Source: an optimization exercise on an open RTL-to-GDS flow (aim: small area and a short achievable clock period). Production flows keep margins and buffers that such runs may drop.
RTL that was checked went through simulation tests only; none was proved equivalent to the original.
For runs 2 to 6, only the layout was checked, not whether the RTL still works.
No activity file was given, so power comes from the tool's default toggle rates.

==> design.v <==
module dpram (
    clK, 
    a_port_WR,
    a_port_ADDR,
    a_port_data_IN,
    a_port_data_OUT,
    b_port_WR,
    b_port_ADDR,
    b_port_data_IN,
    b_port_data_OUT
    );
    parameter DATA = 16;
    parameter ADDR = 5;    input clK;
    input  wire              a_port_WR;
    input  wire [ADDR-1:0]   a_port_ADDR;
    input  wire [DATA-1:0]   a_port_data_IN;
    output reg  [DATA-1:0]   a_port_data_OUT;
    input  wire              b_port_WR;
    input  wire [ADDR-1:0]   b_port_ADDR;
    input  wire [DATA-1:0]   b_port_data_IN;
    output reg  [DATA-1:0]   b_port_data_OUT;
    reg [DATA-1:0] Memory [0:2**ADDR-1];
    always @(posedge clK) begin
        if (a_port_WR) begin
            Memory[a_port_ADDR] <= a_port_data_IN;
        end
    end
    always @(posedge clK) begin
        if (b_port_WR) begin
            Memory[b_port_ADDR] <= b_port_data_IN;
        end
    end
    always @(posedge clK) begin
        a_port_data_OUT <= Memory[a_port_ADDR];
        b_port_data_OUT <= Memory[b_port_ADDR];
    end
endmodule
module fifo (
    clK, 
    fifo_WR,
    fifo_IN,
    fifo_RD,
    fifo_OUT,
    rsT,
    statuS
    );
    parameter DATA = 16;
    parameter ADDR = 5;
    input clK;
    input  wire              fifo_WR;
    input  wire [DATA-1:0]   fifo_IN;
    input  wire              fifo_RD;
    output wire [DATA-1:0]   fifo_OUT;
    input  wire              rsT;
    output wire [1:0]        statuS;
    reg         [ADDR-1:0]   Address_In;
    reg         [ADDR-1:0]   Address_Out;
    reg         [ADDR-1:0]   Diff;
    dpram Fifomem (
        .clK(clK), 
        .a_port_WR(fifo_WR),
        .a_port_ADDR(Address_In),
        .a_port_data_IN(fifo_IN),
        .a_port_data_OUT(),
        .b_port_WR(1'b0),
        .b_port_ADDR(Address_Out),
        .b_port_data_IN({DATA{1'b0}}),
        .b_port_data_OUT(fifo_OUT)
        );
    defparam Fifomem.DATA = DATA;
    defparam Fifomem.ADDR = ADDR;
    assign statuS = Diff;
    always @(posedge clK) begin
        if (rsT) begin
            Address_Out <= 0;
            Address_In  <= 0;
            Diff        <= 0;
        end
        else if (fifo_WR & fifo_RD) begin            
            Address_In <= Address_In + 1;
            Address_Out <= Address_Out + 1;
        end
        else if (fifo_WR) begin
            Address_In <= Address_In + 1;
            Diff       <= Diff + 1;
        end        
        else if (fifo_RD) begin
            Address_Out <= Address_Out + 1;
            Diff        <= Diff - 1;
        end   
    end
endmodule
==> run.sh <==
#!/bin/bash
# synth_recipe.tcl (not shown) runs the flow's synth.tcl, then flattens the netlist and writes it again
# the make line also repeats each setting of config.mk as NAME=value (left out here)
make -C /OpenROAD-flow-scripts/flow DESIGN_CONFIG=/design/flow/config.mk WORK_HOME=/design/flow/orfs CLKGATE_MAP_FILE= SYNTH_SCRIPT=/design/flow/synth_recipe.tcl finish
==> config.mk <==
export PLATFORM = sky130hd
export DESIGN_NAME = fifo
export DESIGN_NICKNAME = fifo
export VERILOG_FILES = /design/flow/design.v
export SDC_FILE = /design/flow/constraint.sdc
export NUM_CORES = 4
export LEC_CHECK = 0
export CAP_MARGIN = 20
export CORE_MARGIN = 2
export CORE_UTILIZATION = 40
export SLEW_MARGIN = 20
==> constraint.sdc <==
create_clock -name core_clock -period 3.0 [get_ports {clK}]
set_input_delay 0.6000 -clock core_clock [delete_from_list [all_inputs] [get_ports {clK}]]
set_output_delay 0.6000 -clock core_clock [all_outputs]
set_load 0.01 [all_outputs]
==> results.yml, run 1 <==
clock_network:
  cts_resized: 0
  cts_root_buf: "clkbuf_16"
  cts_buffer_depth: 3
  clkSinkCount: 540
  cts_inserted_buffers: 53
  clkSlewWorstSetupHoldPaths_ns: 0.06
  worstSkewPairLatency_ns: 0.61
  cts_max_level: 2
  postCtsSetupRepairBufs: 0
  cts_tree: "yes"
  hold_buffers: 0
routing:
  drt-pass1-iter-count: 5
  met1_length_um: 21400
  initialDrtViolationCount: 1054
  top_layer_used: "met4"
  drc: 0
  routed_wl_um: 45400
  met3_length_um: 2600
  num_vias: 9834
  via_per_inst: 5.49
  drtAntennaViolNets: 0
  wl_per_cell_um: 25.4
  route.met2.wl_um: 20600
floorplanning:
  coreArea_mm2: 0.0504
  die_y_um: 230
  fp.dieArea_mm2: 0.0530
  die_x_um: 230
  io_pins: 38
  rows: 82
  initial_utilization_pct: 40.6
cells_and_area:
  fin_area_mm2: 0.0238
  num_antenna_cells: 0
  n_fill_cell: 4110
  regArea_mm2: 0.0159
  drive_gt1_share_pct: 24.6
  syn_to_final_growth_pct: 16.2
  nets: 1100
  multi_input_area_mm2: 0.00426
synth:
  yosys_warnings: 2
  syn_area_mm2: 0.0205
  synthFlopType: "edfxtp_1"
  synth_fp_nets: 987
  synth_seq_cells: 540
  syn_avg_cell_area_um2: 21.3
  synth.distinct_cells: 34
  synth_edf_count: 512
  yosysSeqAreaShare_pct: 77.8
  postSynthCellCount: 960
  synthArstFlopShare_pct: 0
worst_setup_path:
  arrival_ns: 2.97
  critPathBufInv: 1
  end_kind: "flip-flop"
  path_depth: 4
  crit_chain: "buf_12 > mux4_2 > a22oi_1 > a21oi_1"
  reg2regPathDepth: 4
  r2r_end: "Fifomem.b_port_data_OUT[4]$_DFF_P_"
  worst-path-max-fanout: 82
  reg2reg_from: "Address_Out[0]$_SDFFE_PP0P_"
  worst_path_largest_cell_delay_ns: 0.58
  rrSetupSlack_ns: 0.48
  cp.required_ns: 3.45
  critPathKind: "flip-flop to flip-flop"
  startpoint_type: "flip-flop"
  crit_slowest_cell: "mux4_2"
  cp_top_family: "compound AO/OA/AOI/OAI gates"
power:
  p_total_mw: 16.2
  leakage_nw: 7.40
  peakVddDrop_v: 0.000415
  power.density_mw_per_mm2: 683
placement:
  hpwl_um: 26800
  dpl_cell_area_mm2: 0.0220
  port_buffers: 37
  gp_congestion: 0.779
run:
  drv_cap: 0
sta:
  clock_skew_ns: 0.0306
  period_share_pct: 84.1
  rsz0062_at_grt: "false"
  final_hold_viol_count: 0
  setup-violations-final: 0
  finalCriticalPeriod_ns: 2.52
  tightest_slew_ns: 0.843
  timing.slew.headroom_pct: 43.6
  drv_slew: 0
  fmax_mhz: 396
  finalSetupTns_ns: 0
  whs_ns: 0.504
status:
  status: "complete, no violations"
min_path:
  worstHoldStart: "Diff[1]$_SDFFE_PP0P_"
  hold_depth: 2
  worstHoldPathType: "flip-flop to flip-flop"
  worstHoldEndpoint: "Diff[1]$_SDFFE_PP0P_"
global_routing:
  antenna_found_initial: 0
  grt_first_pass_wirelength_um: 67200
  grt_max_degree: 83
  grt_pass1_vias: 9837
  grt-ovfl-total: 0
  track_usage_pct: 17.4
==> worst register-to-register path: stages (launching register included) <==
cell and delay, ns:
dfxtp_4 0.52, buf_12 0.53, mux4_2 0.65, a22oi_1 0.53, a21oi_1 0.16
==> layer usage <==
metal,global-route usage (%),vias up
met3,2.98,49
li1,-,4239
met2,25.7,282
met4,4.35,0
met1,27.0,5264
met5,0,-
==> through the flow <==
step	std cells	setup slack, ns	util (%)
finish	1790	0.477	47.2
global route	1790	0.284	47.2
detailed placement	1690	0.405	43.7
floorplan	960	0.824	-
CTS	1790	0.388	47.2
global placement	1690	0.411	43.7
==> Yosys cell counts, types with 3 or more instances <==
cell       count  area, µm²
a2111oi_2     13        195
a21oi_1       35        175
a22o_1        15        131
a22oi_1       16        120
buf_1          3       11.3
buf_2          9       45.0
buf_4          8       60.1
buf_6          4       45.0
clkbuf_1      28        105
dfxtp_1       28        561
edfxtp_1     512      15400
ha_1           7       87.6
inv_1          3       11.3
mux2i_1       63        631
mux4_2        96       2160
nand2_1        7       26.3
nand3_1        3       15.0
nand3b_1       4       30.0
nor2_1        45        169
o21ai_0        4       20.0
o221ai_1      16        140
o22ai_1       15       93.8
or3_1          3       18.8
xor2_1         7       61.3
==> layout make-up <==
type | count | share of cell area (%)
repair buffers | 112 | 4.13
inverters | 3 | 0.0473
flip-flops and latches | 540 | 67.0
well taps | 672 | 3.53
multi-input cells | 363 | 17.9
clock buffers | 85 | 6.54
clock inverters | 15 | 0.826
==> flip-flops by register name, summed over array words and instances (netlist names) <==
register and count:
Diff 2, Fifomem.b_port_data_OUT 16, Address_Out 5, Fifomem.Memory 512, Address_In 5
==> cell usage in the layout (no fill, tap or decap), drive strengths merged, types with 10 or more instances in the layout <==
cell and instances:
mux2i 63, buf 75, a22oi 16, a22o 15, mux4 98, clkdlybuf4s50 37, dfxtp 28, a2111oi 15
clkbuf 85, a21oi 35, o22ai 15, edfxtp 512, o221ai 16, clkinv 10, nor2 45
==> kinds of logic after synthesis <==
family,after synthesis,share of synthesized area (%)
buf+inv,57,1.53
fa+ha+maj,7,0.428
flops,540,77.8
mux,161,13.9
simple gates,68,1.47
compound gates,118,4.47
xor+xnor,9,0.385
==> how the worst max path moves through the flow <==
stage / from / endpoint
after floorplan: fifo_WR / Fifomem.Memory[29][0]$_DFFE_PP_
after global placement: Address_Out[0]$_SDFFE_PP0P_ / Fifomem.b_port_data_OUT[4]$_DFF_P_
after detailed placement: Address_Out[0]$_SDFFE_PP0P_ / Fifomem.b_port_data_OUT[4]$_DFF_P_
after CTS: Address_Out[0]$_SDFFE_PP0P_ / Fifomem.b_port_data_OUT[4]$_DFF_P_
after global routing: Address_Out[0]$_SDFFE_PP0P_ / Fifomem.b_port_data_OUT[4]$_DFF_P_
final: Address_Out[0]$_SDFFE_PP0P_ / Fifomem.b_port_data_OUT[4]$_DFF_P_
==> report_power, final <==
part           total, mW  internal, mW  switching, mW
Clock               6.60          3.90           2.71
Combinational       1.21         0.572          0.639
Sequential          8.44          8.36         0.0806
==> inputs of run 2 (changes only) <==
==> design.v (replaced) <==
module dpram (
    clK,
    wr_EN,
    wr_ADDR,
    wr_DATA,
    rd_SEL,
    rd_DATA
    );
    parameter DATA = 16;
    parameter ADDR = 5;
    localparam DEPTH = 1 << ADDR;
    input  wire              clK;
    input  wire              wr_EN;
    input  wire [ADDR-1:0]   wr_ADDR;
    input  wire [DATA-1:0]   wr_DATA;
    input  wire [DEPTH-1:0]  rd_SEL;
    output reg  [DATA-1:0]   rd_DATA;
    reg [DATA-1:0] Memory [0:DEPTH-1];
    integer i;
    always @(posedge clK) begin
        for (i = 0; i < DEPTH; i = i + 1)
            if (wr_EN && wr_ADDR == i)
                Memory[i] <= wr_DATA;
    end
    reg [DATA-1:0] rd_mux;
    always @(*) begin
        rd_mux = {DATA{1'b0}};
        for (i = 0; i < DEPTH; i = i + 1)
            rd_mux = rd_mux | (Memory[i] & {DATA{rd_SEL[i]}});
    end
    always @(posedge clK)
        rd_DATA <= rd_mux;
endmodule
module fifo (
    clK,
    fifo_WR,
    fifo_IN,
    fifo_RD,
    fifo_OUT,
    rsT,
    statuS
    );
    parameter DATA = 16;
    parameter ADDR = 5;
    localparam DEPTH = 1 << ADDR;
    input clK;
    input  wire              fifo_WR;
    input  wire [DATA-1:0]   fifo_IN;
    input  wire              fifo_RD;
    output wire [DATA-1:0]   fifo_OUT;
    input  wire              rsT;
    output wire [1:0]        statuS;
    reg         [ADDR-1:0]   Address_In;
    reg         [DEPTH-1:0]  Read_Sel;
    reg         [1:0]        Diff;
    dpram #(.DATA(DATA), .ADDR(ADDR)) Fifomem (
        .clK(clK),
        .wr_EN(fifo_WR),
        .wr_ADDR(Address_In),
        .wr_DATA(fifo_IN),
        .rd_SEL(Read_Sel),
        .rd_DATA(fifo_OUT)
        );
    assign statuS = Diff;
    always @(posedge clK) begin
        if (rsT) begin
            Address_In <= 0;
            Read_Sel   <= {{(DEPTH-1){1'b0}}, 1'b1};
            Diff       <= 0;
        end
        else begin
            if (fifo_WR)
                Address_In <= Address_In + 1'b1;
            if (fifo_RD)
                Read_Sel <= {Read_Sel[DEPTH-2:0], Read_Sel[DEPTH-1]};
            if (fifo_WR & ~fifo_RD)
                Diff <= Diff + 1'b1;
            else if (fifo_RD & ~fifo_WR)
                Diff <= Diff - 1'b1;
        end
    end
endmodule
--- a/config.mk
+++ b/config.mk
@@ -8,4 +8,4 @@
 export CAP_MARGIN = 20
 export CORE_MARGIN = 2
-export CORE_UTILIZATION = 40
+export CORE_UTILIZATION = 65
 export SLEW_MARGIN = 20
==> results.yml, run 2 <==
synth:
  synthArstFlopShare_pct: 0
  syn_area_mm2: 0.0204
  synth_top_area_cell: "edfxtp_1"
  postSynthCellCount: 1119
  syn_avg_cell_area_um2: 18.2
  synth_fp_nets: 1146
  synth_edf_count: 512
  synthFlopType: "edfxtp_1"
  synth_commonest_cells: "512 x edfxtp_1, 254 x a22oi_1, 65 x nand4_1"
  synth.distinct_cells: 31
  synth_seq_cells: 567
  synth_top_area_share_pct: 75.5
  yosys_warnings: 3
  yosysSeqAreaShare_pct: 80.9
  synth.most_common_cell: "edfxtp_1"
  ys_top_cells_by_area: "edfxtp_1 76%, a22oi_1 9.4%, dfxtp_1 5.4%, nand4_1 2.0%, mux2i_1 1.6%"
worst_setup_path:
  cp.required_ns: 2.40
  rrSetupSlack_ns: 0.87
  critPathBufInv: 1
  crit_slowest_cell: "clkdlybuf4s50_1"
  critPathKind: "flip-flop to output pin"
  cp_top_family: "buffers and inverters"
  worst_path_largest_cell_delay_ns: 0.58
  arrival_ns: 1.58
  r2r_end: "Fifomem.rd_DATA[9]$_DFF_P_"
  startpoint_type: "flip-flop"
  end_kind: "output pin"
  worst-path-max-fanout: 3
  reg2reg_from: "Read_Sel[10]$_SDFFE_PP0P_"
  crit_chain: "clkdlybuf4s50_1"
  reg2regPathDepth: 3
placement:
  dpl_cell_area_mm2: 0.0211
  gp_congestion: 0.832
  dp_cells: 1529
  port_buffers: 37
  hpwl_um: 31700
cells_and_area:
  fin_cells: 1631
  largest_reg_flops: 512
  reg_top3: "Fifomem.Memory (512), Read_Sel (32), Fifomem.rd_DATA (16)"
  most-common-layout-cells: "512 x edfxtp_1, 254 x a22oi_1, 65 x nand4_1"
  layout_commonest_cell: "edfxtp_1"
  n_fill_cell: 1910
  largest_register: "Fifomem.Memory"
  drive_gt1_share_pct: 10.0
  fin_area_mm2: 0.0227
  nets: 1216
  syn_to_final_growth_pct: 11.7
routing:
  wl_per_cell_um: 30.7
  initialDrtViolationCount: 1461
  routed_wl_um: 50000
  drt-pass1-iter-count: 5
  drtAntennaViolNets: 0
  via_per_inst: 6.76
  drc: 0
  num_vias: 11018
floorplanning:
  rows: 64
  die_y_um: 181
  io_pins: 38
  coreArea_mm2: 0.0307
  initial_utilization_pct: 66.2
  fp.dieArea_mm2: 0.0328
  die_x_um: 181
sta:
  tightest_slew_ns: 0.961
  final_hold_viol_count: 0
  clock_skew_ns: 0.0206
  timing.slew.headroom_pct: 35.9
  setup-violations-final: 0
  finalCriticalPeriod_ns: 2.18
  period_share_pct: 72.6
  finalSetupTns_ns: 0
  rsz0062_at_grt: "false"
  fmax_mhz: 459
  drv_slew: 0
global_routing:
  grt_first_pass_wirelength_um: 71400
  antenna_found_initial: 10
  track_usage_pct: 31.0
  grt_pass1_vias: 10572
  grt-ovfl-total: 0
  grt_max_degree: 40
min_path:
  worstHoldStart: "Diff[1]$_SDFFE_PP0P_"
  hold_depth: 2
  worstHoldPathType: "flip-flop to flip-flop"
  worstHoldEndpoint: "Diff[1]$_SDFFE_PP0P_"
power:
  leakage_nw: 7.29
  peakVddDrop_v: 0.000615
  power.density_mw_per_mm2: 686
run:
  drv_cap: 0
clock_network:
  clkSinkCount: 567
  hold_buffers: 0
  cts_inserted_buffers: 54
  cts_root_buf: "clkbuf_16"
  cts_resized: 0
  worstSkewPairLatency_ns: 0.57
  cts_max_level: 2
  cts_tree: "yes"
  postCtsSetupRepairBufs: 0
  cts_buffer_depth: 3
  clkSlewWorstSetupHoldPaths_ns: 0.06
status:
  status: "complete, no violations"
==> run 2: cell count changes after synthesis, moves of 16 or more <==
cell      previous run  this run
a21oi_1             35         1
a22oi_1             16       254
buf_2                9        26
buf_6                4        28
clkbuf_1            28        11
dfxtp_1             28        55
mux2i_1             63        32
mux4_2              96         0
nand4_1              2        65
nor2_1              45        61
o221ai_1            16         0
or4_1                0        16
==> run 2: how the worst max path moves through the flow <==
stage / to / slack [ns] / cells after the start / start
6_report: statuS[0] / 0.82 / 1 / Diff[0]$_SDFFE_PP0P_
5_1_grt: statuS[0] / 0.79 / 1 / Diff[0]$_SDFFE_PP0P_
4_1_cts: statuS[0] / 0.79 / 1 / Diff[0]$_SDFFE_PP0P_
3_5_place_dp: Fifomem.Memory[14][9]$_DFFE_PP_ / 0.43 / 5 / fifo_WR
3_3_place_gp: Fifomem.Memory[14][7]$_DFFE_PP_ / 0.49 / 5 / fifo_WR
2_1_floorplan: Fifomem.Memory[16][0]$_DFFE_PP_ / 0.86 / 3 / fifo_WR
==> run 2: worst reg2reg max path, cell delays in order (launching register included) <==
cell     delay [ns]
dfxtp_1        0.53
a22oi_1        0.45
nand4_1        0.41
or4_1          0.61
==> run 2: stage by stage <==
stage	hold WS [ns]	setup WS (ns)	total power [mW]	util [%]
global placement	0.543	0.486	9.39	68.5
detailed placement	0.557	0.432	9.40	68.5
global route	0.583	0.794	16.0	73.9
finish	0.567	0.821	15.6	73.9
CTS	0.557	0.793	15.6	73.9
floorplan	0.503	0.857	9.06	-
==> run 2: area by class of cell <==
| class | instances | area (µm²) | share of cell area [%] |
|---|---|---|---|
| clock inverter | 12 | 76.3 | 0.336 |
| tap | 396 | 495 | 2.18 |
| sequential | 567 | 16500 | 72.5 |
| clock buffer | 89 | 1590 | 6.98 |
| timing repair buffer | 90 | 771 | 3.39 |
| antenna | 1 | 2.50 | 0.0110 |
| multi-input combinational | 472 | 3310 | 14.6 |
| inverter | 4 | 15.0 | 0.0660 |
==> run 2: where the power goes <==
part           switching, mW  total (mW)  internal (mW)
clock                   2.70        6.37           3.67
combinational          0.331       0.492          0.160
sequential            0.0503        8.74           8.69
total                   3.08        15.6           12.5
==> run 2: kinds of logic (layout without fill, tap and decap cells) <==
| group | after synthesis | count (layout) | synth area share (%) |
|---|---|---|---|
| compound gates | 260 | 260 | 9.62 |
| xor+xnor | 5 | 5 | 0.215 |
| fa+ha+maj | 7 | 7 | 0.430 |
| buf+inv | 80 | 195 | 2.80 |
| flops | 567 | 567 | 80.9 |
| mux | 32 | 32 | 1.57 |
| other cells | 0 | 1 | 0 |
| simple gates | 168 | 168 | 4.44 |
==> run 2: routing by layer <==
layer / GRT usage (%) / vias up / routed length [µm]
li1: - / 4733 / -
met1: 43.1 / 5665 / 19200
met2: 49.8 / 535 / 24500
met3: 7.14 / 81 / 4850
met4: 9.53 / 4 / 1440
met5: 0 / - / 32
==> inputs of run 3 (changes only) <==
--- a/config.mk
+++ b/config.mk
@@ -8,4 +8,4 @@
 export CAP_MARGIN = 20
 export CORE_MARGIN = 2
-export CORE_UTILIZATION = 65
+export CORE_UTILIZATION = 40
 export SLEW_MARGIN = 20
==> results.yml, run 3 <==
status:
  status: "complete, no violations"
synth:
  postSynthCellCount: 1119
  synth_commonest_cells: "512 x edfxtp_1, 254 x a22oi_1, 65 x nand4_1"
  synth_simple_gate_area_share_pct: 4.44
  synth_seq_cells: 567
  synth.most_common_cell: "edfxtp_1"
  synth_top_area_cell: "edfxtp_1"
  synth_top_family_by_area: "compound AO/OA/AOI/OAI gates"
  synth_compound_area_share_pct: 9.62
  synth_top_area_share_pct: 75.5
  synth_xor_area_share_pct: 0.215
  ys_top_cells_by_area: "edfxtp_1 76%, a22oi_1 9.4%, dfxtp_1 5.4%, nand4_1 2.0%, mux2i_1 1.6%"
  yosys_warnings: 3
  synthFlopType: "edfxtp_1"
  synth_fp_nets: 1146
  muxShareOfSynthArea_pct: 1.57
  yosysSeqAreaShare_pct: 80.9
  synth-adder-area-share_pct: 0.430
  synthArstFlopShare_pct: 0
  synth.distinct_cells: 31
  synth_edf_count: 512
  syn_area_mm2: 0.0204
  syn_avg_cell_area_um2: 18.2
global_routing:
  antenna_found_initial: 8
  grt_first_pass_wirelength_um: 75500
  grt_pass1_vias: 10630
  track_usage_pct: 19.9
  grt_max_degree: 40
  grt-ovfl-total: 0
run:
  drv_cap: 0
cells_and_area:
  regArea_mm2: 0.0165
  reg_top3: "Fifomem.Memory (512), Read_Sel (32), Fifomem.rd_DATA (16)"
  most-common-layout-cells: "512 x edfxtp_1, 254 x a22oi_1, 65 x nand4_1"
  drive_gt1_share_pct: 11.3
  syn_to_final_growth_pct: 14.2
  layout_commonest_cell: "edfxtp_1"
  final_util_pct: 46.3
  largest_register: "Fifomem.Memory"
  nets: 1222
  n_fill_cell: 4272
  fin_area_mm2: 0.0233
  multi_input_area_mm2: 0.00332
  largest_reg_flops: 512
sta:
  rsz0062_at_grt: "false"
  finalSetupTns_ns: 0
  period_share_pct: 72.0
  finalCriticalPeriod_ns: 2.16
  final_hold_viol_count: 0
  clock_skew_ns: 0.0155
  drv_slew: 0
  tightest_slew_ns: 0.899
  timing.slew.headroom_pct: 40.1
  fmax_mhz: 463
  setup-violations-final: 0
power:
  p_total_mw: 16.1
  peakVddDrop_v: 0.000488
  leakage_nw: 7.37
  power.density_mw_per_mm2: 692
worst_setup_path:
  cp_top_family: "buffers and inverters"
  crit_slowest_cell: "clkdlybuf4s50_1"
  crit_chain: "clkdlybuf4s50_1"
  startpoint_type: "flip-flop"
  rrSetupSlack_ns: 0.87
  arrival_ns: 1.56
  worst_path_largest_cell_delay_ns: 0.56
  worst-path-max-fanout: 3
  reg2reg_from: "Read_Sel[15]$_SDFFE_PP0P_"
  cp.required_ns: 2.40
  critPathKind: "flip-flop to output pin"
  critPathBufInv: 1
  end_kind: "output pin"
  startpoint: "Diff[0]$_SDFFE_PP0P_"
floorplanning:
  rows: 82
  initial_utilization_pct: 40.6
  die_y_um: 230
  coreArea_mm2: 0.0502
  io_pins: 38
  fp.dieArea_mm2: 0.0527
  die_x_um: 230
routing:
  drc: 0
  drtAntennaViolNets: 0
  initialDrtViolationCount: 1346
  routed_wl_um: 52900
  via_per_inst: 5.71
  num_vias: 10935
  wl_per_cell_um: 27.6
  drt-pass1-iter-count: 5
clock_network:
  clkSinkCount: 567
  hold_buffers: 0
  cts_inserted_buffers: 56
  clkSlewWorstSetupHoldPaths_ns: 0.06
  cts_root_buf: "clkbuf_16"
  cts_buffer_depth: 3
  worstSkewPairLatency_ns: 0.61
  cts_max_level: 2
  cts_tree: "yes"
  postCtsSetupRepairBufs: 0
  cts_resized: 0
placement:
  hpwl_um: 33300
  dpl_cell_area_mm2: 0.0215
  port_buffers: 37
  gp_congestion: 0.853
min_path:
  worstHoldPathType: "primary input to flip-flop"
  worstHoldStart: "fifo_RD"
[run 3: changes by cell type in the layout (fill, tap and decap cells not counted), sizes merged, moves of 2 or more]
cell    previous run  this run
clkinv            11        13
inv                4         6
buf               55        59
diode              1         3
bufinv             1         3
clkbuf            89        85
[run 3: logic make-up (layout without fill, tap and decap cells)]
group / after synthesis / after routing
AOI/OAI and AO/OA: 260 / 260
xor gates and xnor gates: 5 / 5
adders and majority gates: 7 / 7
buffers and inverters: 80 / 202
DFF: 567 / 567
muxes: 32 / 32
other: 0 / 3
and+or+nand+nor: 168 / 168
[run 3: where the power goes]
group / total [mW] / internal, mW / switching (mW)
combinational: 0.524 / 0.165 / 0.359
sequential: 8.74 / 8.69 / 0.0446
clock: 6.83 / 3.91 / 2.92
total: 16.1 / 12.8 / 3.33
[run 3: layout make-up]
class | instances | area share, %
well taps | 672 | 3.62
clock inverters | 19 | 0.866
flip-flops and latches | 567 | 70.9
clock buffers | 85 | 6.80
diodes | 3 | 0.0323
repair buffers | 94 | 3.50
multi-input cells | 472 | 14.3
inverters | 4 | 0.0646
[run 3: per-stage QoR]
step	instances	setup WS (ns)	hold slack (ns)
after floorplan	1119	0.857	0.503
after global placement	1809	0.400	0.484
after detailed placement	1809	0.413	0.491
after CTS	1913	0.811	0.408
after global routing	1913	0.778	0.443
final	1916	0.839	0.437
[run 3: final timing paths]
path | end | cells past startpoint
worst max-delay path | statuS[0] | 1
worst min register to register | Diff[1]$_SDFFE_PP0P_ | 2
worst min-delay path | Read_Sel[25]$_SDFFE_PP0P_ | 3
worst max register to register | Fifomem.rd_DATA[7]$_DFF_P_ | 3
[run 3: worst min-delay path, stage by stage]
cell	delay [ns]
buf_2	0.19
mux2i_1	0.15
nor2_1	0.07
[run 3: routing by layer]
layer | vias to the layer above | wire length, µm | track usage (%) | share of wire (%)
met2 | 474 | 24400 | 30.8 | 46
met5 | - | 41 | 0 | 0.078
met1 | 5632 | 22600 | 28.7 | 43
met3 | 79 | 4410 | 3.95 | 8.3
met4 | 6 | 1400 | 5.84 | 2.6
li1 | 4744 | - | - | -
==> inputs of run 4 (changes only) <==
==> design.v (replaced) <==
module dpram (
    clK,
    wr_EN,
    wr_ADDR,
    wr_DATA,
    rd_SELn,
    rd_DATA
    );
    parameter DATA = 16;
    parameter ADDR = 5;
    localparam DEPTH = 1 << ADDR;
    input  wire              clK;
    input  wire              wr_EN;
    input  wire [ADDR-1:0]   wr_ADDR;
    input  wire [DATA-1:0]   wr_DATA;
    input  wire [DEPTH-1:0]  rd_SELn;
    output reg  [DATA-1:0]   rd_DATA;
    reg  [DATA*DEPTH-1:0] Memory;
    wire [DATA*DEPTH-1:0] Memory_nxt;
    wire [DATA-1:0]       rd_mux;
    genvar r, b;
    generate
        for (r = 0; r < DEPTH; r = r + 1) begin : row
            wire we = wr_EN & (wr_ADDR == r);
            for (b = 0; b < DATA; b = b + 1) begin : bt
                dpram_wbit wbit (
                    .we(we),
                    .hold(~we),
                    .d(wr_DATA[b]),
                    .q(Memory[r*DATA + b]),
                    .nxt(Memory_nxt[r*DATA + b])
                    );
            end
        end
        for (b = 0; b < DATA; b = b + 1) begin : col
            wire [DEPTH-1:0] bits;
            for (r = 0; r < DEPTH; r = r + 1) begin : pick
                assign bits[r] = Memory[r*DATA + b];
            end
            dpram_rcol #(.DEPTH(DEPTH)) rcol (
                .bits(bits),
                .seln(rd_SELn),
                .y(rd_mux[b])
                );
        end
    endgenerate
    always @(posedge clK) begin
        Memory  <= Memory_nxt;
        rd_DATA <= rd_mux;
    end
endmodule
module dpram_wbit (we, hold, d, q, nxt);
    input  wire we;
    input  wire hold;
    input  wire d;
    input  wire q;
    output wire nxt;
    assign nxt = (d & we) | (q & hold);
endmodule
module dpram_rcol (bits, seln, y);
    parameter DEPTH = 32;
    input  wire [DEPTH-1:0] bits;
    input  wire [DEPTH-1:0] seln;
    output wire             y;
    assign y = &(bits | seln);
endmodule
module fifo (
    clK,
    fifo_WR,
    fifo_IN,
    fifo_RD,
    fifo_OUT,
    rsT,
    statuS
    );
    parameter DATA = 16;
    parameter ADDR = 5;
    localparam DEPTH = 1 << ADDR;
    input clK;
    input  wire              fifo_WR;
    input  wire [DATA-1:0]   fifo_IN;
    input  wire              fifo_RD;
    output wire [DATA-1:0]   fifo_OUT;
    input  wire              rsT;
    output wire [1:0]        statuS;
    reg         [ADDR-1:0]   Address_In;
    reg         [3:0]        Read_Lo;
    reg         [DEPTH/4-1:0] Read_Hi;
    reg         [1:0]        Diff;
    wire        [DEPTH-1:0]  read_sel_n;
    genvar r;
    generate
        for (r = 0; r < DEPTH; r = r + 1) begin : rsel
            assign read_sel_n[r] = ~(Read_Lo[r % 4] & Read_Hi[r / 4]);
        end
    endgenerate
    dpram #(.DATA(DATA), .ADDR(ADDR)) Fifomem (
        .clK(clK),
        .wr_EN(fifo_WR),
        .wr_ADDR(Address_In),
        .wr_DATA(fifo_IN),
        .rd_SELn(read_sel_n),
        .rd_DATA(fifo_OUT)
        );
    assign statuS = Diff;
    always @(posedge clK) begin
        if (rsT) begin
            Address_In <= 0;
            Read_Lo    <= 4'b0001;
            Read_Hi    <= {{(DEPTH/4-1){1'b0}}, 1'b1};
            Diff       <= 0;
        end
        else begin
            if (fifo_WR)
                Address_In <= Address_In + 1'b1;
            if (fifo_RD) begin
                Read_Lo <= {Read_Lo[2:0], Read_Lo[3]};
                if (Read_Lo[3])
                    Read_Hi <= {Read_Hi[DEPTH/4-2:0], Read_Hi[DEPTH/4-1]};
            end
            if (fifo_WR & ~fifo_RD)
                Diff <= Diff + 1'b1;
            else if (fifo_RD & ~fifo_WR)
                Diff <= Diff - 1'b1;
        end
    end
endmodule
--- a/config.mk
+++ b/config.mk
@@ -8,4 +8,6 @@
 export CAP_MARGIN = 20
 export CORE_MARGIN = 2
-export CORE_UTILIZATION = 40
+export CORE_UTILIZATION = 65
+export SETUP_SLACK_MARGIN = 1.3
 export SLEW_MARGIN = 20
+export SYNTH_HIERARCHICAL = 1
==> results.yml, run 4 <==
clock_network:
  cts_tree: "yes"
  cts_buffer_depth: 3
  clkSinkCount: 547
  hold_buffers: 0
  cts_max_level: 2
  worstSkewPairLatency_ns: 0.59
  cts_inserted_buffers: 52
  cts_root_buf: "clkbuf_16"
  clkSlewWorstSetupHoldPaths_ns: 0.06
routing:
  drt-pass1-iter-count: 5
  drtAntennaViolNets: 0
  drc: 0
  routed_wl_um: 62700
  initialDrtViolationCount: 1755
  wl_per_cell_um: 27.5
  via_per_inst: 7.32
  num_vias: 16663
synth:
  synth.most_common_cell: "dfxtp_1"
  syn_area_mm2: 0.0188
  syn_avg_cell_area_um2: 11.1
  postSynthCellCount: 1689
  synth_top_area_cell: "dfxtp_1"
  synth_edf_count: 0
  synthArstFlopShare_pct: 0
  synth_fp_nets: 1711
  synth_seq_cells: 547
  synth.distinct_cells: 31
  yosysSeqAreaShare_pct: 58.3
  synthFlopType: "dfxtp_1"
  synth_commonest_cells: "547 x dfxtp_1, 512 x a22o_1, 256 x o22ai_1"
  ys_top_cells_by_area: "dfxtp_1 58%, a22o_1 24%, o22ai_1 8.5%, nor2_1 3.6%, nand2_1 1.5%"
  synth_top_area_share_pct: 58.3
  yosys_warnings: 8
power:
  power_switching_mw: 3.65
  peakVddDrop_v: 0.000601
  switching_share_pct: 23.3
  power.density_mw_per_mm2: 692
  power_frac_seq_pct: 51.0
  leakage_nw: 9.49
  p_total_mw: 15.6
  clockPowerShare_pct: 41.9
  comb_power_share_pct: 7.1
  p_int_mw: 12.0
min_path:
  worstHoldEndpoint: "Fifomem.Memory[455]$_DFF_P_"
  hold_depth: 1
  worstHoldStart: "Fifomem.Memory[455]$_DFF_P_"
  worstHoldPathType: "flip-flop to flip-flop"
sta:
  rsz0062_at_grt: "true"
  final_hold_viol_count: 0
  fmax_mhz: 564
  timing.slew.headroom_pct: 45.1
  fin_ws_ns: 1.23
  finalSetupTns_ns: 0
  finalCriticalPeriod_ns: 1.77
  setup-violations-final: 0
  period_share_pct: 59.1
  tightest_slew_ns: 0.824
  clock_skew_ns: 0.0222
  drv_slew: 0
cells_and_area:
  syn_to_final_growth_pct: 20.2
  reg_top3: "Fifomem.Memory (512), Fifomem.rd_DATA (16), Read_Hi (8)"
  fin_area_mm2: 0.0226
  largest_reg_flops: 512
  fin_cells: 2277
  multi_input_area_mm2: 0.00830
  layout_commonest_cell: "dfxtp_1"
  num_antenna_cells: 0
  n_fill_cell: 1807
  drive_gt1_share_pct: 16.4
  regArea_mm2: 0.0110
  most-common-layout-cells: "527 x dfxtp_1, 512 x a22o_1, 256 x o22ai_1"
  nets: 1876
  largest_register: "Fifomem.Memory"
placement:
  gp_congestion: 1.04
  dpl_cell_area_mm2: 0.0201
  place_ws_ns: 0.367
  hpwl_um: 36900
  port_buffers: 37
  dp_cells: 2154
worst_setup_path:
  end_kind: "flip-flop"
  reg2reg_from: "Read_Hi[1]$_SDFFE_PP0P_"
  startpoint_type: "flip-flop"
  worst-path-max-fanout: 16
  cp.required_ns: 3.50
  r2r_end: "Fifomem.rd_DATA[0]$_DFF_P_"
  arrival_ns: 2.27
  reg2regPathDepth: 5
  critPathKind: "flip-flop to flip-flop"
  rrSetupSlack_ns: 1.23
floorplanning:
  io_pins: 38
  initial_utilization_pct: 65.7
  die_y_um: 174
  fp.dieArea_mm2: 0.0303
  die_x_um: 174
  rows: 62
  coreArea_mm2: 0.0286
run:
  drv_cap: 0
status:
  status: "complete, no violations"
global_routing:
  track_usage_pct: 39.9
  antenna_found_initial: 0
  grt_max_degree: 33
  grt_pass1_vias: 16133
  grt-ovfl-total: 0
  grt_first_pass_wirelength_um: 94600
[run 4: cell types whose count changed in the layout (fill, tap and decap cells not counted), moves of 18 or more]
cell | previous run | this run
nand2_4 | 0 | 32
dfxtp_1 | 55 | 527
buf_4 | 55 | 73
nor2_1 | 60 | 156
nand4_1 | 65 | 35
mux2i_1 | 32 | 4
edfxtp_1 | 512 | 0
a22o_1 | 0 | 512
a22oi_1 | 254 | 0
clkdlybuf4s50_1 | 35 | 16
nand2_1 | 5 | 28
o22ai_1 | 0 | 256
[run 4: cells by family (layout without fill, tap and decap cells)]
group,Yosys count,count (layout),share of synthesized area (%)
adders and majority gates,2,2,0.133
muxes,4,4,0.213
and+or+nand+nor,333,333,7.98
buffers and inverters,19,223,0.493
DFF,547,547,58.3
AOI/OAI and AO/OA,778,778,32.6
xor gates and xnor gates,6,6,0.280
[run 4: worst max-delay path by stage]
stage	startpoint	end	slack [ns]	cells after the start
final	Read_Hi[1]$_SDFFE_PP0P_	Fifomem.rd_DATA[0]$_DFF_P_	1.23	5
after global routing	Address_In[2]$_SDFFE_PP0P_	Fifomem.Memory[96]$_DFF_P_	1.21	3
after CTS	Address_In[1]$_SDFFE_PP0P_	Fifomem.Memory[2]$_DFF_P_	1.28	5
after detailed placement	fifo_WR	Fifomem.Memory[68]$_DFF_P_	0.37	5
after global placement	fifo_WR	Fifomem.Memory[74]$_DFF_P_	0.36	5
after floorplan	fifo_WR	Fifomem.Memory[128]$_DFF_P_	1.09	3
[run 4: layer usage]
| metal | part of all wire, % | GRT usage (%) |
|---|---|---|
| met1 | 38 | 50.6 |
| met2 | 46 | 63.3 |
| met3 | 9.1 | 6.36 |
| met4 | 6.9 | 26.3 |
| met5 | 0.17 | 2.56 |
[run 4: cell type report]
cell class | count | share of cell area, %
sequential | 547 | 48.7
multi-input combinational | 1123 | 36.7
timing repair buffer | 129 | 4.97
tap | 384 | 2.13
clock buffer | 77 | 6.76
clock inverter | 16 | 0.753
inverter | 1 | 0.0166
[run 4: Yosys stat by module (local to each module, per instance), excerpt]
| module | flops+latches | copies in the design | cell area [µm²] |
|---|---|---|---|
| fifo | 19 | 1 | 848 |
| dpram_wbit | 0 | 512 | 8.76 |
[run 4: critical path, cell delays in order (launching register included)]
cell	delay, ns
dfxtp_2	0.44
nand2_4	0.26
o22ai_1	0.14
nor2_1	0.36
nand4_1	0.32
nor2_1	0.18
[run 4: stage by stage]
step | hold slack, ns | utilization (%)
floorplan | 0.443 | -
global placement | 0.456 | 70.3
detailed placement | 0.455 | 70.3
CTS | 0.477 | 78.4
global route | 0.485 | 78.9
finish | 0.475 | 78.9
[run 4: power groups by stage]
stage | Combinational, mW | Sequential (mW) | Clock [mW]
after global placement | 0.990 | 8.11 | 0
after detailed placement | 1.02 | 8.12 | 0
final | 1.11 | 7.98 | 6.55
after CTS | 1.08 | 7.97 | 6.52
after floorplan | 0.559 | 8.07 | 0
after global routing | 1.17 | 8.02 | 6.82
[run 4: what timing repair did]
action / in CTS / in global routing
pin swaps: 8 / 4
buffers inserted: 21 / 3
gates resized for setup: 196 / 44
endpoints found under the setup margin: 546 / 267
gates cloned: 5 / 1
==> inputs of run 5 (changes only) <==
--- a/design.v
+++ b/design.v
@@ -85,14 +85,6 @@
     output wire [1:0]        statuS;
     reg         [ADDR-1:0]   Address_In;
-    reg         [3:0]        Read_Lo;
-    reg         [DEPTH/4-1:0] Read_Hi;
+    reg         [DEPTH-1:0]  Read_Sel_n;    
     reg         [1:0]        Diff;
-    wire        [DEPTH-1:0]  read_sel_n;
-    genvar r;
-    generate
-        for (r = 0; r < DEPTH; r = r + 1) begin : rsel
-            assign read_sel_n[r] = ~(Read_Lo[r % 4] & Read_Hi[r / 4]);
-        end
-    endgenerate
     dpram #(.DATA(DATA), .ADDR(ADDR)) Fifomem (
         .clK(clK),
@@ -100,5 +92,5 @@
         .wr_ADDR(Address_In),
         .wr_DATA(fifo_IN),
-        .rd_SELn(read_sel_n),
+        .rd_SELn(Read_Sel_n),
         .rd_DATA(fifo_OUT)
         );
@@ -107,6 +99,5 @@
         if (rsT) begin
             Address_In <= 0;
-            Read_Lo    <= 4'b0001;
-            Read_Hi    <= {{(DEPTH/4-1){1'b0}}, 1'b1};
+            Read_Sel_n <= {{(DEPTH-1){1'b1}}, 1'b0};
             Diff       <= 0;
         end
@@ -114,9 +105,6 @@
             if (fifo_WR)
                 Address_In <= Address_In + 1'b1;
-            if (fifo_RD) begin
-                Read_Lo <= {Read_Lo[2:0], Read_Lo[3]};
-                if (Read_Lo[3])
-                    Read_Hi <= {Read_Hi[DEPTH/4-2:0], Read_Hi[DEPTH/4-1]};
-            end
+            if (fifo_RD)
+                Read_Sel_n <= {Read_Sel_n[DEPTH-2:0], Read_Sel_n[DEPTH-1]};
             if (fifo_WR & ~fifo_RD)
                 Diff <= Diff + 1'b1;
==> results.yml, run 5 <==
power:
  power_frac_seq_pct: 48.7
  clockPowerShare_pct: 43.0
  p_int_mw: 13.1
  comb_power_share_pct: 8.3
  switching_share_pct: 23.8
  leakage_nw: 9.28
  power_switching_mw: 4.09
  power.density_mw_per_mm2: 742
  peakVddDrop_v: 0.000555
placement:
  gp_congestion: 0.981
  port_buffers: 37
  dpl_cell_area_mm2: 0.0209
  hpwl_um: 37500
cells_and_area:
  final_util_pct: 78.3
  nets: 1906
  regArea_mm2: 0.0114
  multi_input_area_mm2: 0.00816
  reg_top3: "Fifomem.Memory (512), Read_Sel_n (32), Fifomem.rd_DATA (16)"
  drive_gt1_share_pct: 15.5
  num_antenna_cells: 0
  fin_area_mm2: 0.0231
  layout_commonest_cell: "dfxtp_1"
  most-common-layout-cells: "527 x dfxtp_1, 512 x a22o_1, 256 x o22ai_1"
  syn_to_final_growth_pct: 19.0
  largest_register: "Fifomem.Memory"
  largest_reg_flops: 512
  n_fill_cell: 1904
worst_setup_path:
  end_kind: "flip-flop"
  worst_path_largest_cell_delay_ns: 0.57
  critPathBufInv: 0
  crit_chain: "o22ai_1 > nor2_1 > nand4_1 > nor2_1"
  path_depth: 4
  r2r_end: "Fifomem.rd_DATA[5]$_DFF_P_"
  rrSetupSlack_ns: 1.31
  cp_top_family: "simple AND/OR/NAND/NOR gates"
  cp.required_ns: 3.50
  setup.worst_path.end: "Fifomem.rd_DATA[5]$_DFF_P_"
  startpoint: "Read_Sel_n[26]$_SDFFE_PP1P_"
  reg2reg_from: "Read_Sel_n[26]$_SDFFE_PP1P_"
  crit_slowest_cell: "dfxtp_2"
  arrival_ns: 2.19
  crit_top_cell: "nor2_1"
  critPathKind: "flip-flop to flip-flop"
  worst-path-max-fanout: 18
  startpoint_type: "flip-flop"
  reg2regPathDepth: 4
floorplanning:
  die_x_um: 177
  fp.dieArea_mm2: 0.0313
  die_y_um: 177
  rows: 63
  initial_utilization_pct: 65.8
  coreArea_mm2: 0.0296
  io_pins: 38
sta:
  clock_skew_ns: 0.0170
  tightest_slew_ns: 0.513
  finalSetupTns_ns: 0
  rsz0062_at_grt: "true"
  finalCriticalPeriod_ns: 1.69
  timing.slew.headroom_pct: 65.8
  final_hold_viol_count: 0
  fmax_mhz: 591
  drv_slew: 0
  period_share_pct: 56.4
  setup-violations-final: 0
synth:
  postSynthCellCount: 1709
  synth.most_common_cell: "dfxtp_1"
  synth_top_area_share_pct: 58.4
  muxShareOfSynthArea_pct: 0.103
  synth_compound_area_share_pct: 32.8
  synth_top_family_by_area: "compound AO/OA/AOI/OAI gates"
  synth_xor_area_share_pct: 0.270
  ys_top_cells_by_area: "dfxtp_1 58%, a22o_1 23%, o22ai_1 8.2%, nor2_1 3.4%, a211o_1 1.4%"
  synthFlopType: "dfxtp_1"
  synth-adder-area-share_pct: 0.129
  synth.distinct_cells: 33
  synth_seq_cells: 567
  syn_avg_cell_area_um2: 11.4
  synth_top_area_cell: "dfxtp_1"
  synth_commonest_cells: "567 x dfxtp_1, 512 x a22o_1, 256 x o22ai_1"
  yosysSeqAreaShare_pct: 58.4
  synth_simple_gate_area_share_pct: 7.64
  synthArstFlopShare_pct: 0
  syn_area_mm2: 0.0194
  yosys_warnings: 8
  synth_fp_nets: 1731
  synth_edf_count: 0
routing:
  initialDrtViolationCount: 1815
  drtAntennaViolNets: 0
  drc: 0
  wl_per_cell_um: 27.2
  num_vias: 16887
  routed_wl_um: 63000
  drt-pass1-iter-count: 6
  via_per_inst: 7.28
clock_network:
  cts_inserted_buffers: 54
  clkSlewWorstSetupHoldPaths_ns: 0.06
  cts_root_buf: "clkbuf_16"
  clkSinkCount: 567
  cts_buffer_depth: 3
  cts_max_level: 2
  cts_tree: "yes"
  worstSkewPairLatency_ns: 0.58
global_routing:
  busiest_layer: "met2"
  grtUsageMet1_pct: 51.9
  grt_max_degree: 40
  use_met2_pct: 59.8
  antenna_found_initial: 0
  grt_pass1_vias: 16238
  grt_first_pass_wirelength_um: 95700
  gr-usage-met3_pct: 7.02
  grt-ovfl-total: 0
  track_usage_pct: 39.7
run:
  drv_cap: 0
status:
  status: "complete, no violations"
min_path:
  worstHoldPathType: "flip-flop to flip-flop"
## run 5: cell types whose count changed in the layout (fill, tap and decap cells not counted), sizes merged, moves of 3 or more
cell / change
a211o: +31
buf: +13
and2: +26
dfxtp: +20
clkbuf: -3
bufinv: +7
nand2: -50
nor2b: +4
a21oi: -8
## run 5: per-module statistics from Yosys, one instance, submodules excluded, excerpt
module      cell area (µm²)  copies in the design  cells inside
dpram_wbit             8.76                   512             1
fifo                   1490                     1           135
## run 5: timing repair
item | CTS | global route
pin swaps | 4 | 3
resized for setup | 124 | 34
hold buffers | 0 | 0
endpoints found under the hold margin | 0 | 0
setup buffers | 13 | 1
setup endpoints to repair | 548 | 180
cloned | 2 | 1
## run 5: stage by stage
stage	hold slack [ns]	instances	power [mW]	setup slack (ns)
floorplan	0.443	1709	9.19	1.09
global placement	0.456	2201	9.78	0.304
detailed placement	0.455	2201	9.83	0.290
CTS	0.476	2317	17.1	1.30
global route	0.484	2319	17.6	1.29
finish	0.474	2319	17.2	1.31
## run 5: worst register-to-register path: cells and delay by family (launching register included)
family           cells  cell delay [ns]
AO/OA/AOI/OAI        1             0.15
flip-flops           1             0.57
AND/OR/NAND/NOR      3             0.90
## run 5: cells by family after synthesis
family | after synthesis
compound gates | 801
xor+xnor | 6
fa+ha+maj | 2
buf+inv | 21
flops | 567
mux | 2
simple gates | 310
## run 5: cell type report
class	count	area share [%]
clock buffer	76	6.72
inverter	1	0.0379
timing repair buffer	139	4.84
sequential	567	49.3
multi-input combinational	1121	35.3
tap	390	2.11
clock inverter	25	1.66
## run 5: how the worst min path moves through the flow
stage / start / endpoint / cells after the start
global placement: Fifomem.Memory[231]$_DFF_P_ / Fifomem.Memory[231]$_DFF_P_ / 1
global route: Fifomem.Memory[123]$_DFF_P_ / Fifomem.Memory[123]$_DFF_P_ / 1
floorplan: Fifomem.Memory[16]$_DFF_P_ / Fifomem.Memory[16]$_DFF_P_ / 1
CTS: Fifomem.Memory[477]$_DFF_P_ / Fifomem.Memory[477]$_DFF_P_ / 1
finish: Fifomem.Memory[477]$_DFF_P_ / Fifomem.Memory[477]$_DFF_P_ / 1
detailed placement: Fifomem.Memory[420]$_DFF_P_ / Fifomem.Memory[420]$_DFF_P_ / 1
## run 5: power by group through the flow
stage	Sequential, mW	Combinational, mW	Clock, mW
final	8.36	1.43	7.38
after CTS	8.34	1.39	7.37
after global placement	8.49	1.29	0
after floorplan	8.37	0.827	0
after detailed placement	8.50	1.33	0
after global routing	8.40	1.50	7.68
## run 5: metal layers
layer	share of wire (%)	vias to the layer above
met4	7.6	0
met1	39	8278
li1	-	7307
met3	9.1	267
met5	0	-
met2	45	1035
==> inputs of run 6 (changes only) <==
--- a/config.mk
+++ b/config.mk
@@ -9,5 +9,5 @@
 export CORE_MARGIN = 2
 export CORE_UTILIZATION = 65
-export SETUP_SLACK_MARGIN = 1.3
+export SETUP_SLACK_MARGIN = 1.6
 export SLEW_MARGIN = 20
 export SYNTH_HIERARCHICAL = 1
==> results.yml, run 6 <==
status:
  status: "complete, no violations"
cells_and_area:
  fin_area_mm2: 0.0257
  most-common-layout-cells: "521 x dfxtp_1, 512 x a22o_1, 241 x o22ai_1"
  reg_top3: "Fifomem.Memory (512), Read_Sel_n (32), Fifomem.rd_DATA (16)"
  syn_to_final_growth_pct: 32.2
  layout_commonest_cell: "dfxtp_1"
  largest_reg_flops: 512
  nets: 2028
  largest_register: "Fifomem.Memory"
  drive_gt1_share_pct: 25.3
sta:
  clock_skew_ns: 0.0314
  period_share_pct: 63.4
  finalSetupTns_ns: 0
  tightest_slew_ns: 0.972
  finalCriticalPeriod_ns: 1.90
  fin_ws_ns: 1.10
  timing.slew.headroom_pct: 35.2
  drv_slew: 0
  final_hold_viol_count: 0
  fmax_mhz: 525
  rsz0062_at_grt: "true"
  setup-violations-final: 0
power:
  clockPowerShare_pct: 40.0
  p_int_mw: 12.7
  switching_share_pct: 26.6
  power_switching_mw: 4.61
  leakage_nw: 10.2
  comb_power_share_pct: 11.9
  p_total_mw: 17.4
  power_frac_seq_pct: 48.1
  peakVddDrop_v: 0.000627
  power.density_mw_per_mm2: 675
floorplanning:
  io_pins: 38
  die_x_um: 177
  fp.dieArea_mm2: 0.0313
  rows: 63
  initial_utilization_pct: 65.8
  coreArea_mm2: 0.0296
  die_y_um: 177
placement:
  port_buffers: 37
  dpl_cell_area_mm2: 0.0210
  gp_congestion: 0.951
  place_ws_ns: 0.237
  hpwl_um: 38200
clock_network:
  cts_root_buf: "clkbuf_16"
  cts_buffer_depth: 3
  clkSlewWorstSetupHoldPaths_ns: 0.07
  cts_inserted_buffers: 54
  cts_tree: "yes"
  worstSkewPairLatency_ns: 0.60
  cts_max_level: 2
  clkSinkCount: 567
routing:
  route.met2.wl_um: 34500
  initialDrtViolationCount: 3554
  wl_per_cell_um: 34.3
  drc: 0
  met3_length_um: 13800
  top_layer_used: "met4"
  via_per_inst: 8.03
  drtAntennaViolNets: 0
  num_vias: 19593
  routed_wl_um: 83700
  met1_length_um: 28600
  drt-pass1-iter-count: 9
synth:
  synth_seq_cells: 567
  synth_commonest_cells: "567 x dfxtp_1, 512 x a22o_1, 256 x o22ai_1"
  synth_top_area_share_pct: 58.4
  synth.most_common_cell: "dfxtp_1"
  yosys_warnings: 8
  postSynthCellCount: 1709
  synthArstFlopShare_pct: 0
  synth_edf_count: 0
  syn_avg_cell_area_um2: 11.4
  yosysSeqAreaShare_pct: 58.4
  syn_area_mm2: 0.0194
  synth_top_area_cell: "dfxtp_1"
  synth.distinct_cells: 33
  synth_fp_nets: 1731
  synthFlopType: "dfxtp_1"
  ys_top_cells_by_area: "dfxtp_1 58%, a22o_1 23%, o22ai_1 8.2%, nor2_1 3.4%, a211o_1 1.4%"
min_path:
  worstHoldPathType: "flip-flop to flip-flop"
global_routing:
  antenna_found_initial: 4
  grt_max_degree: 40
  track_usage_pct: 44.0
  grt_first_pass_wirelength_um: 105000
  grt_pass1_vias: 16986
  grt-ovfl-total: 0
worst_setup_path:
  arrival_ns: 2.42
  critPathKind: "flip-flop to flip-flop"
  startpoint_type: "flip-flop"
  worst-path-max-fanout: 8
  cp.required_ns: 3.52
  end_kind: "flip-flop"
run:
  drv_cap: 0
run 6: changes by cell type in the layout (fill, tap and decap cells not counted), moves of 18 or more:
cell	delta
dfxtp_4	+32
buf_6	+47
dfxtp_2	-26
nor2_1	-55
nor2_4	+27
buf_12	+35
nor2_2	+28
buf_4	+18
run 6: worst paths after layout:
| kind | from | to | slack, ns | cells after the start |
|---|---|---|---|---|
| max | Address_In[3]$_SDFFE_PP0P_ | Fifomem.Memory[465]$_DFF_P_ | 1.10 | 6 |
| min | Fifomem.Memory[409]$_DFF_P_ | Fifomem.Memory[409]$_DFF_P_ | 0.47 | 1 |
| max reg2reg | Address_In[3]$_SDFFE_PP0P_ | Fifomem.Memory[465]$_DFF_P_ | 1.10 | 6 |
| min reg2reg | Fifomem.Memory[409]$_DFF_P_ | Fifomem.Memory[409]$_DFF_P_ | 0.47 | 1 |
run 6: layer usage:
metal  global-route usage (%)  vias up
met1                     60.2     9271
met2                     63.7     2120
met5                        0        -
met3                     14.0      633
li1                         -     7569
met4                     19.9        0
run 6: critical path, cell delays in order (launching register included):
cell and delay, ns:
dfxtp_4 0.42, buf_12 0.13, nand4_1 0.37, buf_6 0.30, nor2_4 0.23, clkbuf_16 0.21
a22o_1 0.16
run 6: area by class of cell:
cell class	instances	area (µm²)
Sequential cell	567	11500
Timing Repair Buffer	252	2820
Tap cell	390	488
Multi-Input combinational cell	1130	9100
Antenna cell	5	12.5
Inverter	1	30.0
Fill cell	1355	3850
Clock buffer	89	1660
Clock inverter	7	88.8
run 6: cell families (layout without fill, tap and decap cells):
family / Yosys count / count (layout) / synth area share [%]
compound gates: 801 / 801 / 32.8
flops: 567 / 567 / 58.4
simple gates: 310 / 319 / 7.64
buf+inv: 21 / 349 / 0.708
xor+xnor: 6 / 6 / 0.270
fa+ha+maj: 2 / 2 / 0.129
mux: 2 / 2 / 0.103
other cells: 0 / 5 / 0
run 6: timing repair:
item | CTS | global route
setup buffers | 62 | 79
setup endpoints to repair | 584 | 549
resized for setup | 281 | 163
endpoints found under the hold margin | 0 | 0
gates cloned | 13 | 14
hold buffers | 0 | 0
pin swaps | 61 | 84
run 6: power groups by stage:
stage	logic, mW	clock network [mW]	registers (mW)
finish	2.06	6.94	8.36
global route	2.07	7.10	8.39
CTS	1.51	6.74	8.33
detailed placement	1.37	0	8.50
global placement	1.33	0	8.49
floorplan	0.858	0	8.37
run 6: metrics by stage:
stage	hold WS [ns]	utilization, %	instances
final	0.474	87.0	2441
after global placement	0.456	70.9	2172
after CTS	0.477	81.3	2343
after detailed placement	0.455	70.9	2172
after floorplan	0.443	-	1709
after global routing	0.488	86.9	2438
run 6: modules after synthesis, one instance, submodules excluded, excerpt:
| module | copies in the design | flip-flops and latches | cells | area, µm² |
|---|---|---|---|---|
| fifo | 1 | 39 | 135 | 1490 |
| dpram_wbit | 512 | 0 | 1 | 8.76 |
==> inputs of run 7 (changes only) <==
--- a/design.v
+++ b/design.v
@@ -2,7 +2,9 @@
     clK,
     wr_EN,
-    wr_ADDR,
+    wr_LO,
+    wr_HI,
     wr_DATA,
-    rd_SELn,
+    rd_LO,
+    rd_HI,
     rd_DATA
     );
@@ -10,21 +12,27 @@
     parameter ADDR = 5;
     localparam DEPTH = 1 << ADDR;
+    localparam GROUPS = DEPTH / 4;
     input  wire              clK;
     input  wire              wr_EN;
-    input  wire [ADDR-1:0]   wr_ADDR;
+    input  wire [3:0]        wr_LO;
+    input  wire [GROUPS-1:0] wr_HI;
     input  wire [DATA-1:0]   wr_DATA;
-    input  wire [DEPTH-1:0]  rd_SELn;
+    input  wire [3:0]        rd_LO;
+    input  wire [GROUPS-1:0] rd_HI;
     output reg  [DATA-1:0]   rd_DATA;
     reg  [DATA*DEPTH-1:0] Memory;
     wire [DATA*DEPTH-1:0] Memory_nxt;
     wire [DATA-1:0]       rd_mux;
+    wire [DEPTH-1:0]      rd_SELn;      
     genvar r, b;
     generate
         for (r = 0; r < DEPTH; r = r + 1) begin : row
-            wire we = wr_EN & (wr_ADDR == r);
+            wire we   = wr_EN & wr_LO[r % 4] & wr_HI[r / 4];
+            wire hold = ~we;
+            assign rd_SELn[r] = ~(rd_LO[r % 4] & rd_HI[r / 4]);
             for (b = 0; b < DATA; b = b + 1) begin : bt
                 dpram_wbit wbit (
                     .we(we),
-                    .hold(~we),
+                    .hold(hold),
                     .d(wr_DATA[b]),
                     .q(Memory[r*DATA + b]),
@@ -77,4 +85,5 @@
     parameter ADDR = 5;
     localparam DEPTH = 1 << ADDR;
+    localparam GROUPS = DEPTH / 4;
     input clK;
     input  wire              fifo_WR;
@@ -84,13 +93,17 @@
     input  wire              rsT;
     output wire [1:0]        statuS;
-    reg         [ADDR-1:0]   Address_In;
-    reg         [DEPTH-1:0]  Read_Sel_n;    
+    reg         [3:0]        Write_Lo;
+    reg         [GROUPS-1:0] Write_Hi;
+    reg         [3:0]        Read_Lo;
+    reg         [GROUPS-1:0] Read_Hi;
     reg         [1:0]        Diff;
     dpram #(.DATA(DATA), .ADDR(ADDR)) Fifomem (
         .clK(clK),
         .wr_EN(fifo_WR),
-        .wr_ADDR(Address_In),
+        .wr_LO(Write_Lo),
+        .wr_HI(Write_Hi),
         .wr_DATA(fifo_IN),
-        .rd_SELn(Read_Sel_n),
+        .rd_LO(Read_Lo),
+        .rd_HI(Read_Hi),
         .rd_DATA(fifo_OUT)
         );
@@ -98,13 +111,21 @@
     always @(posedge clK) begin
         if (rsT) begin
-            Address_In <= 0;
-            Read_Sel_n <= {{(DEPTH-1){1'b1}}, 1'b0};
-            Diff       <= 0;
+            Write_Lo <= 4'b0001;
+            Write_Hi <= {{(GROUPS-1){1'b0}}, 1'b1};
+            Read_Lo  <= 4'b0001;
+            Read_Hi  <= {{(GROUPS-1){1'b0}}, 1'b1};
+            Diff     <= 0;
         end
         else begin
-            if (fifo_WR)
-                Address_In <= Address_In + 1'b1;
-            if (fifo_RD)
-                Read_Sel_n <= {Read_Sel_n[DEPTH-2:0], Read_Sel_n[DEPTH-1]};
+            if (fifo_WR) begin
+                Write_Lo <= {Write_Lo[2:0], Write_Lo[3]};
+                if (Write_Lo[3])
+                    Write_Hi <= {Write_Hi[GROUPS-2:0], Write_Hi[GROUPS-1]};
+            end
+            if (fifo_RD) begin
+                Read_Lo <= {Read_Lo[2:0], Read_Lo[3]};
+                if (Read_Lo[3])
+                    Read_Hi <= {Read_Hi[GROUPS-2:0], Read_Hi[GROUPS-1]};
+            end
             if (fifo_WR & ~fifo_RD)
                 Diff <= Diff + 1'b1;
--- a/config.mk
+++ b/config.mk
@@ -9,5 +9,5 @@
 export CORE_MARGIN = 2
 export CORE_UTILIZATION = 65
-export SETUP_SLACK_MARGIN = 1.6
+export SETUP_SLACK_MARGIN = 1.3
 export SLEW_MARGIN = 20
 export SYNTH_HIERARCHICAL = 1
==> results.yml, run 7 <==
sta:
  finalCriticalPeriod_ns: 1.79
  rsz0062_at_grt: "true"
  fin_ws_ns: 1.21
  drv_slew: 0
  fmax_mhz: 558
  tightest_slew_ns: 1.02
  timing.slew.headroom_pct: 31.8
  finalSetupTns_ns: 0
  period_share_pct: 59.8
  final_hold_viol_count: 0
  setup-violations-final: 0
  clock_skew_ns: 0.0174
cells_and_area:
  n_fill_cell: 1927
  syn_to_final_growth_pct: 15.5
  largest_register: "Fifomem.Memory"
  reg_top3: "Fifomem.Memory (512), Fifomem.rd_DATA (16)"
  largest_reg_flops: 512
  multi_input_area_mm2: 0.00812
  layout_commonest_cell: "dfxtp_1"
  regArea_mm2: 0.0111
  nets: 1812
  drive_gt1_share_pct: 13.8
  most-common-layout-cells: "536 x dfxtp_1, 512 x a22o_1, 256 x o22ai_1"
  num_antenna_cells: 0
  final_util_pct: 76.2
power:
  p_int_mw: 11.7
  comb_power_share_pct: 5.1
  clockPowerShare_pct: 43.3
  leakage_nw: 9.08
  peakVddDrop_v: 0.000575
  power_switching_mw: 3.47
  power_frac_seq_pct: 51.7
  power.density_mw_per_mm2: 693
  switching_share_pct: 22.9
synth:
  synthArstFlopShare_pct: 0
  synth_top_area_share_pct: 58.6
  synth.most_common_cell: "dfxtp_1"
  synth_top_area_cell: "dfxtp_1"
  synthFlopType: "dfxtp_1"
  syn_avg_cell_area_um2: 11.2
  synth_seq_cells: 554
  synth_edf_count: 0
  synth_commonest_cells: "554 x dfxtp_1, 512 x a22o_1, 256 x o22ai_1"
  syn_area_mm2: 0.0189
  synth.distinct_cells: 21
  ys_top_cells_by_area: "dfxtp_1 59%, a22o_1 24%, o22ai_1 8.5%, nor2_1 3.0%, nand2_1 1.3%"
  synth_fp_nets: 1714
  yosys_warnings: 8
  yosysSeqAreaShare_pct: 58.6
  postSynthCellCount: 1693
worst_setup_path:
  worst_path_largest_cell_delay_ns: 0.43
  reg2reg_from: "Read_Lo[1]$_SDFFE_PP0P_"
  critPathBufInv: 0
  r2r_end: "Fifomem.rd_DATA[15]$_DFF_P_"
  startpoint_type: "flip-flop"
  crit_top_cell: "nor2_1"
  cp.required_ns: 3.48
  end_kind: "flip-flop"
  reg2regPathDepth: 5
  critPathKind: "flip-flop to flip-flop"
  worst-path-max-fanout: 16
  cp_top_family: "simple AND/OR/NAND/NOR gates"
  rrSetupSlack_ns: 1.21
  crit_chain: "nand2_4 > o22ai_1 > nor2_1 > nand4_1 > nor2_1"
  arrival_ns: 2.27
  crit_slowest_cell: "dfxtp_4"
placement:
  hpwl_um: 35100
  gp_congestion: 0.895
  port_buffers: 37
  place_ws_ns: 0.761
routing:
  met3_length_um: 5090
  wl_per_cell_um: 26.9
  route.met2.wl_um: 27000
  drt-pass1-iter-count: 8
  drc: 0
  initialDrtViolationCount: 2123
  top_layer_used: "met4"
  routed_wl_um: 59700
  met1_length_um: 24200
  num_vias: 16274
  drtAntennaViolNets: 0
  via_per_inst: 7.34
floorplanning:
  die_x_um: 175
  io_pins: 38
  initial_utilization_pct: 66.0
  rows: 62
  die_y_um: 175
  fp.dieArea_mm2: 0.0305
  coreArea_mm2: 0.0287
global_routing:
  grt-ovfl-total: 0
  antenna_found_initial: 1
  grt_first_pass_wirelength_um: 90300
  grt_max_degree: 59
  grt_pass1_vias: 15375
  track_usage_pct: 37.7
clock_network:
  worstSkewPairLatency_ns: 0.58
  clkSinkCount: 554
  cts_max_level: 2
  cts_buffer_depth: 3
  clkSlewWorstSetupHoldPaths_ns: 0.06
  cts_tree: "yes"
  cts_root_buf: "clkbuf_16"
  cts_inserted_buffers: 53
status:
  status: "complete, no violations"
min_path:
  worstHoldPathType: "flip-flop to flip-flop"
  hold_depth: 1
  worstHoldEndpoint: "Fifomem.Memory[67]$_DFF_P_"
  worstHoldStart: "Fifomem.Memory[67]$_DFF_P_"
run:
  drv_cap: 0
run 7: cell families after synthesis:
logic type	synth area share, %
adder cells (fa/ha/maj)	0.0661
multiplexers	0.317
XOR/XNOR	0.0925
flip-flops	58.6
AND/OR/NAND/NOR	7.48
buffers and inverters	0.859
AO/OA/AOI/OAI	32.6
run 7: through the flow:
stage	power, mW	instances	hold slack, ns	cell area (µm²)
after floorplan	8.33	1693	0.443	18900
after detailed placement	8.73	2108	0.455	19700
after global placement	8.71	2108	0.456	19700
after global routing	15.5	2216	0.482	21900
after CTS	15.1	2207	0.476	21800
final	15.2	2216	0.474	21900
run 7: modules after synthesis (local to each module, per instance), a selection:
module | area (µm²) | times used | flops+latches
dpram_wbit | 8.76 | 512 | 0
fifo | 942 | 1 | 26
run 7: worst max path at each step:
stage                       startpoint                     endpoint  slack [ns]  cells past startpoint
2_1_floorplan                  fifo_RD         Diff[1]$_SDFFE_PP0P_        1.41                      5
3_3_place_gp                   fifo_RD         Diff[1]$_SDFFE_PP0P_        0.80                      5
3_5_place_dp                   fifo_WR   Fifomem.Memory[91]$_DFF_P_        0.76                      4
4_1_cts        Read_Hi[0]$_SDFFE_PP1P_  Fifomem.rd_DATA[15]$_DFF_P_        1.19                      5
5_1_grt        Read_Lo[1]$_SDFFE_PP0P_  Fifomem.rd_DATA[15]$_DFF_P_        1.25                      5
6_report       Read_Lo[1]$_SDFFE_PP0P_  Fifomem.rd_DATA[15]$_DFF_P_        1.21                      5
run 7: per-layer routing:
layer,vias to the layer above,GRT usage (%)
met1,8070,50.8
met5,-,0
met2,942,59.1
met4,0,19.7
li1,7057,-
met3,205,5.68
run 7: power by group through the flow:
stage	Combinational, mW	Sequential, mW	Clock (mW)
after detailed placement	0.766	7.97	0
after floorplan	0.390	7.94	0
final	0.767	7.83	6.55
after global routing	0.805	7.86	6.85
after global placement	0.745	7.97	0
after CTS	0.754	7.82	6.53
run 7: area by class of cell:
cell class / count / share of cell area (%)
inverter: 2 / 0.0343
multi-input combinational: 1116 / 37.1
sequential: 554 / 50.8
clock inverter: 22 / 0.818
timing repair buffer: 64 / 2.03
tap: 384 / 2.20
clock buffer: 74 / 6.98
run 7: repair_timing:
item                                   CTS  global route
resized for setup                      162            48
setup endpoints to repair              546           181
hold buffers                             0             0
pin swaps                                5             9
cloned                                   0             1
setup buffers                            3             8
endpoints found under the hold margin    0             0

-- re-timing with driven ports --
The results above use ideal ports. As a check the final layouts listed here were re-extracted and re-timed, cells and wires unchanged.
Step 1 assumes that a clkbuf_16 drives the clock port and a buf_2 every other input.
Step 2, shift: input delay + t, output delay - t, t = (earliest + latest rising clock arrival at the registers) / 2. This alone moves slack from input paths to output paths.
a / b / c = ideal / step 1 / step 2; a / b = the first two.
run | t, ns | setup slack, ns | hold WS [ns]
run 1 | 0.649 | 0.477 / 0.477 / 0.477 | 0.504 / 0.504 / 0.504
run 2 | 0.613 | 0.821 / 0.768 / 0.354 | 0.567 / 0.545 / 0.567
run 3 | 0.665 | 0.839 / 0.781 / 0.330 | 0.437 / 0.398 / 0.512
run 4 | 0.630 | 1.228 / 1.228 / 0.677 | 0.475 / 0.443 / 0.475
run 5 | 0.625 | 1.309 / 1.286 / 0.790 | 0.474 / 0.474 / 0.474
run 6 | 0.643 | 1.097 / 1.097 / 0.642 | 0.474 / 0.474 / 0.474
run 7 | 0.625 | 1.207 / 1.207 / 0.753 | 0.474 / 0.459 / 0.474
After both steps setup and hold are still met in every run listed. For run 4, which loses most, drivers alone change the setup slack by 0.000 ns; drivers and shift together by -0.551 ns.
